Context: an optimization exercise on an open-source flow, tuned for small area, a short achievable clock period and few clock cycles. The choices shown serve that exercise and are no tape-out recipe.
Where RTL was checked, it was by simulation tests only, not by an equivalence proof against the original.
The clock port is modelled as an ideal driver; clocking choices that lean on that would not hold on a real chip.

==> pepper: inputs <==
## conv_yt
module conv_yt(
input             rst,
input             clk,
output            M0_R_req,
output     [31:0] M0_addr,
input      [31:0] M0_R_data,
output     [3:0]  M0_W_req,
output     [31:0] M0_W_data,
output            M1_R_req,
output     [31:0] M1_addr,
input      [31:0] M1_R_data,
output reg [3:0]  M1_W_req,
output     [31:0] M1_W_data,
input             start,
output reg        finish
);
==> flow/config.mk <==
export PLATFORM = sky130hd
export DESIGN_NAME = conv_yt
export DESIGN_NICKNAME = conv_yt
export VERILOG_FILES = /design/flow/design.v
export SDC_FILE = /design/flow/constraint.sdc
export NUM_CORES = 4
export LEC_CHECK = 0
export ABC_AREA = 1
export CAP_MARGIN = 20
export CORE_MARGIN = 2
export CORE_UTILIZATION = 40
export SLEW_MARGIN = 70
==> flow/constraint.sdc <==
create_clock -name core_clock -period 26.0 [get_ports {clk}]
set_input_delay 5.2000 -clock core_clock [delete_from_list [all_inputs] [get_ports {clk}]]
set_output_delay 5.2000 -clock core_clock [all_outputs]
set_load 0.01 [all_outputs]
standard.sh (not shown) runs the stock make flow with config.mk's settings and CLKGATE_MAP_FILE= SYNTH_SCRIPT=/design/flow/synth_recipe.tcl, a recipe that flattens the netlist after the stock synthesis.
==> flow/flow/run.sh <==
#!/bin/bash
# The standard layout (standard.sh) with three additions:
#  - flow/fapol.py, after the standard synthesis: chooses, for each full-adder
#    cell, whether it works on true or complemented signals (a full adder is
#    self-dual), so that fewer inverters are needed between adders; the
#    netlist's function and its registers are unchanged. The standard
#    synthesis's netlist is kept as 1_2_yosys.standard.v;
#  - flow/ports.tcl, before the placement's resizing step: the buffers that
#    buffer_ports puts on the ports become buf_4 instead of the default delay
#    buffer;
#  - flow/post_cts.tcl, after clock tree synthesis: setup repair aimed at a
#    shorter clock period than the design's (the constraints are unchanged).
set -euo pipefail
here=$(pwd)
export PRE_RESIZE_TCL="$here/flow/ports.tcl"
export POST_CTS_TCL="$here/flow/post_cts.tcl"
export FLOW_TARGET_NS=6.4
res="$here/orfs/results/$FLOW_PLATFORM/conv_yt/base"
bash standard.sh synth > "$here/standard_synth.log" 2>&1
cp "$res/1_2_yosys.v" "$here/1_2_yosys.standard.v"
python3 "$here/flow/fapol.py" "$here/1_2_yosys.standard.v" "$res/1_2_yosys.v" > "$here/fapol.log" 2>&1
rm -f "$res/1_synth.odb" "$res/1_synth.sdc"
bash standard.sh > "$here/standard_make.log" 2>&1
==> flow/flow/post_cts.tcl <==
set target $::env(FLOW_TARGET_NS)
set margin [expr {$::env(FLOW_PERIOD_NS) - $target}]
puts "post_cts.tcl: repair_timing -setup_margin $margin (target $target ns)"
estimate_parasitics -placement
repair_timing -setup -setup_margin $margin -verbose
detailed_placement
check_placement -verbose
estimate_parasitics -placement
report_worst_slack -max
Other scripts of this flow, unchanged in this note and not shown: flow/flow/fapol.py, flow/flow/ports.tcl
==> lagoon: changes against pepper <==
--- a/flow/flow/run.sh
+++ b/flow/flow/run.sh
@@ -16,3 +16,3 @@
 export POST_CTS_TCL="$here/flow/post_cts.tcl"
-export FLOW_TARGET_NS=6.4
+export FLOW_TARGET_NS=6.0
 res="$here/orfs/results/$FLOW_PLATFORM/conv_yt/base"
==> run notes <==
Of lagoon and pepper, lagoon has the higher register-to-register slack (gap 210 ps).
Against lagoon, the clock skew of pepper is lower by 6.7 ps.
Of lagoon and pepper, lagoon has the higher routed wire length (gap about 4%, measured against pepper).
Between pepper and lagoon, the lower critical path depth is in lagoon (gap 2).
Of pepper and lagoon, lagoon has the higher utilization (gap 1.5 points).
Global-route usage: lagoon is higher than pepper (1.2 points).
Flip-flop and latch count is the same in pepper and lagoon.
lagoon finished clean. pepper completed with no timing, DRC or antenna violations.
==> figures <==
quantity                                                             lagoon             pepper
Outcome                                    no timing/DRC/antenna violations  no timing/DRC/antenna violations
Filler cell count in the final layout                                 11900              12000
Arrival time of the worst setup path                                7050 ps            7190 ps
Repair and plain buffers                                                270                201
Worst setup margin                                                 19520 ps           19310 ps
Worst reg2reg path startpoint                             s0[0][10]$_DFF_P_  px[13]$_SDFF_PN0_
Fraction of standard cell area in multi-input logic                   65.3%              66.5%
WP data required                                                   26570 ps           26500 ps
Final worst path period share                                         24.9%              25.7%
Violation count after the first detailed-route iteration               5468               4832
Buffer share of cell area                                             5.68%              3.95%
Reg2reg path depth                                                       19                 21
GRT Total Usage                                                       32.2%              31.0%
Testbench counts of pepper, summed over its fixed seeds: cycles 52,752.
Testbench counts of lagoon, summed over its fixed seeds: cycles 52,752.

========
==> run Y: inputs <==
Another version of the RTL of conv_yt (not shown whole).
==> flow/config.mk <==
export PLATFORM = sky130hd
export DESIGN_NAME = conv_yt
export DESIGN_NICKNAME = conv_yt
export VERILOG_FILES = /design/flow/design.v
export SDC_FILE = /design/flow/constraint.sdc
export NUM_CORES = 4
export LEC_CHECK = 0
export ABC_AREA = 1
export CAP_MARGIN = 20
export CORE_MARGIN = 2
export CORE_UTILIZATION = 40
export SLEW_MARGIN = 70
==> flow/constraint.sdc <==
create_clock -name core_clock -period 26.0 [get_ports {clk}]
set_input_delay 5.2000 -clock core_clock [delete_from_list [all_inputs] [get_ports {clk}]]
set_output_delay 5.2000 -clock core_clock [all_outputs]
set_load 0.01 [all_outputs]
==> flow/flow/run.sh <==
#!/bin/bash
# The standard layout (standard.sh) with two additions, both hooks of the
# ORFS scripts:
#  - flow/ports.tcl, before the placement's resizing step: the buffers that
#    buffer_ports puts on the ports become buf_4 instead of the default delay
#    buffer;
#  - flow/post_cts.tcl, after clock tree synthesis: setup repair aimed at a
#    shorter clock period than the design's (the constraints are unchanged).
set -euo pipefail
here=$(pwd)
export PRE_RESIZE_TCL="$here/flow/ports.tcl"
export POST_CTS_TCL="$here/flow/post_cts.tcl"
export FLOW_TARGET_NS=6.4
bash standard.sh > "$here/standard_make.log" 2>&1
==> flow/flow/ports.tcl <==
# Port buffers: the buffers buffer_ports put on every input and output, as a
# stronger, faster buffer than the default delay cell.
set n 0
foreach inst [[ord::get_db_block] getInsts] {
  set name [$inst getName]
  if {[regexp {^(input|output)[0-9]+$} $name] && [[$inst getMaster] getName] eq "sky130_fd_sc_hd__clkdlybuf4s50_1"} {
    replace_cell $name sky130_fd_sc_hd__buf_4
    incr n
  }
}
puts "ports.tcl: replaced $n port buffers"
Scripts as last shown in full above: flow/flow/post_cts.tcl
==> run H: changes against run Y <==
--- a/flow/design.v
+++ b/flow/design.v
@@ -234,17 +234,20 @@
 function [20:0] xsel;
     input        v;
     input        split;
     input        hi;
     input [31:0] p;
     xsel = ~v ? 21'd0 : (hi ? {{9{p[31]}}, p[31:20]} : {p[20] & ~split, p[19:0]});
 endfunction
-reg  [20:0] px;
+reg  [20:0] px0, px1n, px2;      
 always @(posedge clk) begin
-    px    <= xsel(d_v, wx, d_xh, M0_R_data);
+    px0  <= xsel(d_v, wx, d_xh, M0_R_data);
+    px1n <= ~xsel(d_v, wx, d_xh, M0_R_data);
+    if (~rst) px2 <= 21'd0;
+    else      px2 <= xsel(d_v, wx, d_xh, M0_R_data);
     m_al  <= d_al;
     m_aln <= ~d_al;
 end
 function [47:0] arow;
     input [1:0]  al;
     input [31:0] a;
     case (al)
@@ -270,17 +273,17 @@
 reg         fin_r;
 reg  [9:0]  widx;
 wire        pend_n = (m_v & m_col) | (pend & ~m_v) | (dld_v & dld_i) | hit;
 wire [31:0] ain0 = sh ? bias : acc0;
 wire [31:0] ain1 = sh ? acc0 : acc1;
 wire [31:0] ain2 = sh ? acc1 : acc2;
 wire [47:0] t0, t1, t2;
-mac21 u0(.x(px),    .neg(s0[0][9:0]), .one(s0[0][19:10]), .two(s0[0][29:20]), .a(arow(m_al, ain0)), .rnd(m_aln == 2'd3), .s(t0));
-mac21 u1(.x(px),    .neg(s0[1][9:0]), .one(s0[1][19:10]), .two(s0[1][29:20]), .a(arow(m_al, ain1)), .rnd(m_aln == 2'd3), .s(t1));
-mac21 u2(.x(px),    .neg(s0[2][9:0]), .one(s0[2][19:10]), .two(s0[2][29:20]), .a(arow(m_al, ain2)), .rnd(m_aln == 2'd3), .s(t2));
+mac21 u0(.x(px0),   .neg(s0[0][9:0]), .one(s0[0][19:10]), .two(s0[0][29:20]), .a(arow(m_al, ain0)), .rnd(m_aln == 2'd3), .s(t0));
+mac21 u1(.x(~px1n), .neg(s0[1][9:0]), .one(s0[1][19:10]), .two(s0[1][29:20]), .a(arow(m_al, ain1)), .rnd(m_aln == 2'd3), .s(t1));
+mac21 u2(.x(px2),   .neg(s0[2][9:0]), .one(s0[2][19:10]), .two(s0[2][29:20]), .a(arow(m_al, ain2)), .rnd(m_aln == 2'd3), .s(t2));
 wire [31:0] r0 = res(m_aln, t0, ain0);
 wire [31:0] r1 = res(m_aln, t1, ain1);
 wire [31:0] r2 = res(m_aln, t2, ain2);
 always @(posedge clk) begin
     if (~rst) begin
         m_v   <= 1'b0;
         wr_r  <= 1'b0;
CORE_UTILIZATION = 55   (was 40)
==> run B: changes against run Y <==
--- a/flow/design.v
+++ b/flow/design.v
@@ -234,17 +234,20 @@
 function [20:0] xsel;
     input        v;
     input        split;
     input        hi;
     input [31:0] p;
     xsel = ~v ? 21'd0 : (hi ? {{9{p[31]}}, p[31:20]} : {p[20] & ~split, p[19:0]});
 endfunction
-reg  [20:0] px;
+reg  [20:0] px0, px1n, px2;      
 always @(posedge clk) begin
-    px    <= xsel(d_v, wx, d_xh, M0_R_data);
+    px0  <= xsel(d_v, wx, d_xh, M0_R_data);
+    px1n <= ~xsel(d_v, wx, d_xh, M0_R_data);
+    if (~rst) px2 <= 21'd0;
+    else      px2 <= xsel(d_v, wx, d_xh, M0_R_data);
     m_al  <= d_al;
     m_aln <= ~d_al;
 end
 function [47:0] arow;
     input [1:0]  al;
     input [31:0] a;
     case (al)
@@ -270,17 +273,17 @@
 reg         fin_r;
 reg  [9:0]  widx;
 wire        pend_n = (m_v & m_col) | (pend & ~m_v) | (dld_v & dld_i) | hit;
 wire [31:0] ain0 = sh ? bias : acc0;
 wire [31:0] ain1 = sh ? acc0 : acc1;
 wire [31:0] ain2 = sh ? acc1 : acc2;
 wire [47:0] t0, t1, t2;
-mac21 u0(.x(px),    .neg(s0[0][9:0]), .one(s0[0][19:10]), .two(s0[0][29:20]), .a(arow(m_al, ain0)), .rnd(m_aln == 2'd3), .s(t0));
-mac21 u1(.x(px),    .neg(s0[1][9:0]), .one(s0[1][19:10]), .two(s0[1][29:20]), .a(arow(m_al, ain1)), .rnd(m_aln == 2'd3), .s(t1));
-mac21 u2(.x(px),    .neg(s0[2][9:0]), .one(s0[2][19:10]), .two(s0[2][29:20]), .a(arow(m_al, ain2)), .rnd(m_aln == 2'd3), .s(t2));
+mac21 u0(.x(px0),   .neg(s0[0][9:0]), .one(s0[0][19:10]), .two(s0[0][29:20]), .a(arow(m_al, ain0)), .rnd(m_aln == 2'd3), .s(t0));
+mac21 u1(.x(~px1n), .neg(s0[1][9:0]), .one(s0[1][19:10]), .two(s0[1][29:20]), .a(arow(m_al, ain1)), .rnd(m_aln == 2'd3), .s(t1));
+mac21 u2(.x(px2),   .neg(s0[2][9:0]), .one(s0[2][19:10]), .two(s0[2][29:20]), .a(arow(m_al, ain2)), .rnd(m_aln == 2'd3), .s(t2));
 wire [31:0] r0 = res(m_aln, t0, ain0);
 wire [31:0] r1 = res(m_aln, t1, ain1);
 wire [31:0] r2 = res(m_aln, t2, ain2);
 always @(posedge clk) begin
     if (~rst) begin
         m_v   <= 1'b0;
         wr_r  <= 1'b0;
==> impl_metrics.json <==
{
  "fmax_mhz": 150,
  "period_minus_slack_ps": 6650,
  "status": "no timing/DRC/antenna violations",
  "design_area_um2": 61200,
  "synth_seq_cells": 442,
  "path_buf_inv": 6,
  "synth_xor_xnor_area_share_pct": 12.6,
  "post_drt_wl_per_cell_um": 27.5
}
Source of the figures above: run Y

==> impl_metrics.json <==
{
  "fmax_mhz": 152,
  "period_minus_slack_ps": 6570,
  "post_drt_wl_per_cell_um": 26.3,
  "synth_xor_xnor_area_share_pct": 12.6,
  "status": "no timing/DRC/antenna violations",
  "synth_seq_cells": 484
}
Source of the figures above: run H

==> impl_metrics.json <==
{
  "status": "no timing/DRC/antenna violations",
  "fin_cells": 8218,
  "fmax_mhz": 152,
  "synth_seq_cells": 484,
  "grt_overflow_total": 0,
  "synth_xor_xnor_area_share_pct": 12.6,
  "period_minus_slack_ps": 6580,
  "ant_nets": 0,
  "design_area_um2": 60700
}
Source of the figures above: run B

No functional check of the RTL was part of any run of this note.

re-timing with driven ports:
In the flow no input, the clock included, has a driving cell. The finished layouts below were timed again as built, in two steps. Step 1: set_driving_cell puts a clkbuf_16 on clk and a buf_2 on each other input, an assumption about the parent block. Step 2 also shifts input and output timing later by t, the mid clock arrival at the registers, as if the neighbouring blocks saw the same clock. Three values: ideal ports, drivers, drivers and shift; two values: the first two.
run	t, ns	setup slack, ns	slew at the worst register clock pin (ns)	pins driven straight from the clock port
pepper	0.716	19.306 / 19.306 / 18.999	0.07 / 0.07	1
lagoon	0.720	19.518 / 19.518 / 19.110	0.07 / 0.07	1
run Y	0.697	19.348 / 19.348 / 19.348	0.09 / 0.09	1
run H	0.727	19.432 / 19.432 / 19.200	0.09 / 0.09	1
run B	0.685	19.423 / 19.423 / 19.124	0.07 / 0.07	1
After both steps setup and hold are still met in every run listed. The setup slack of lagoon, which loses most, moves by 0.000 ns with the drivers and by -0.408 ns with both steps.
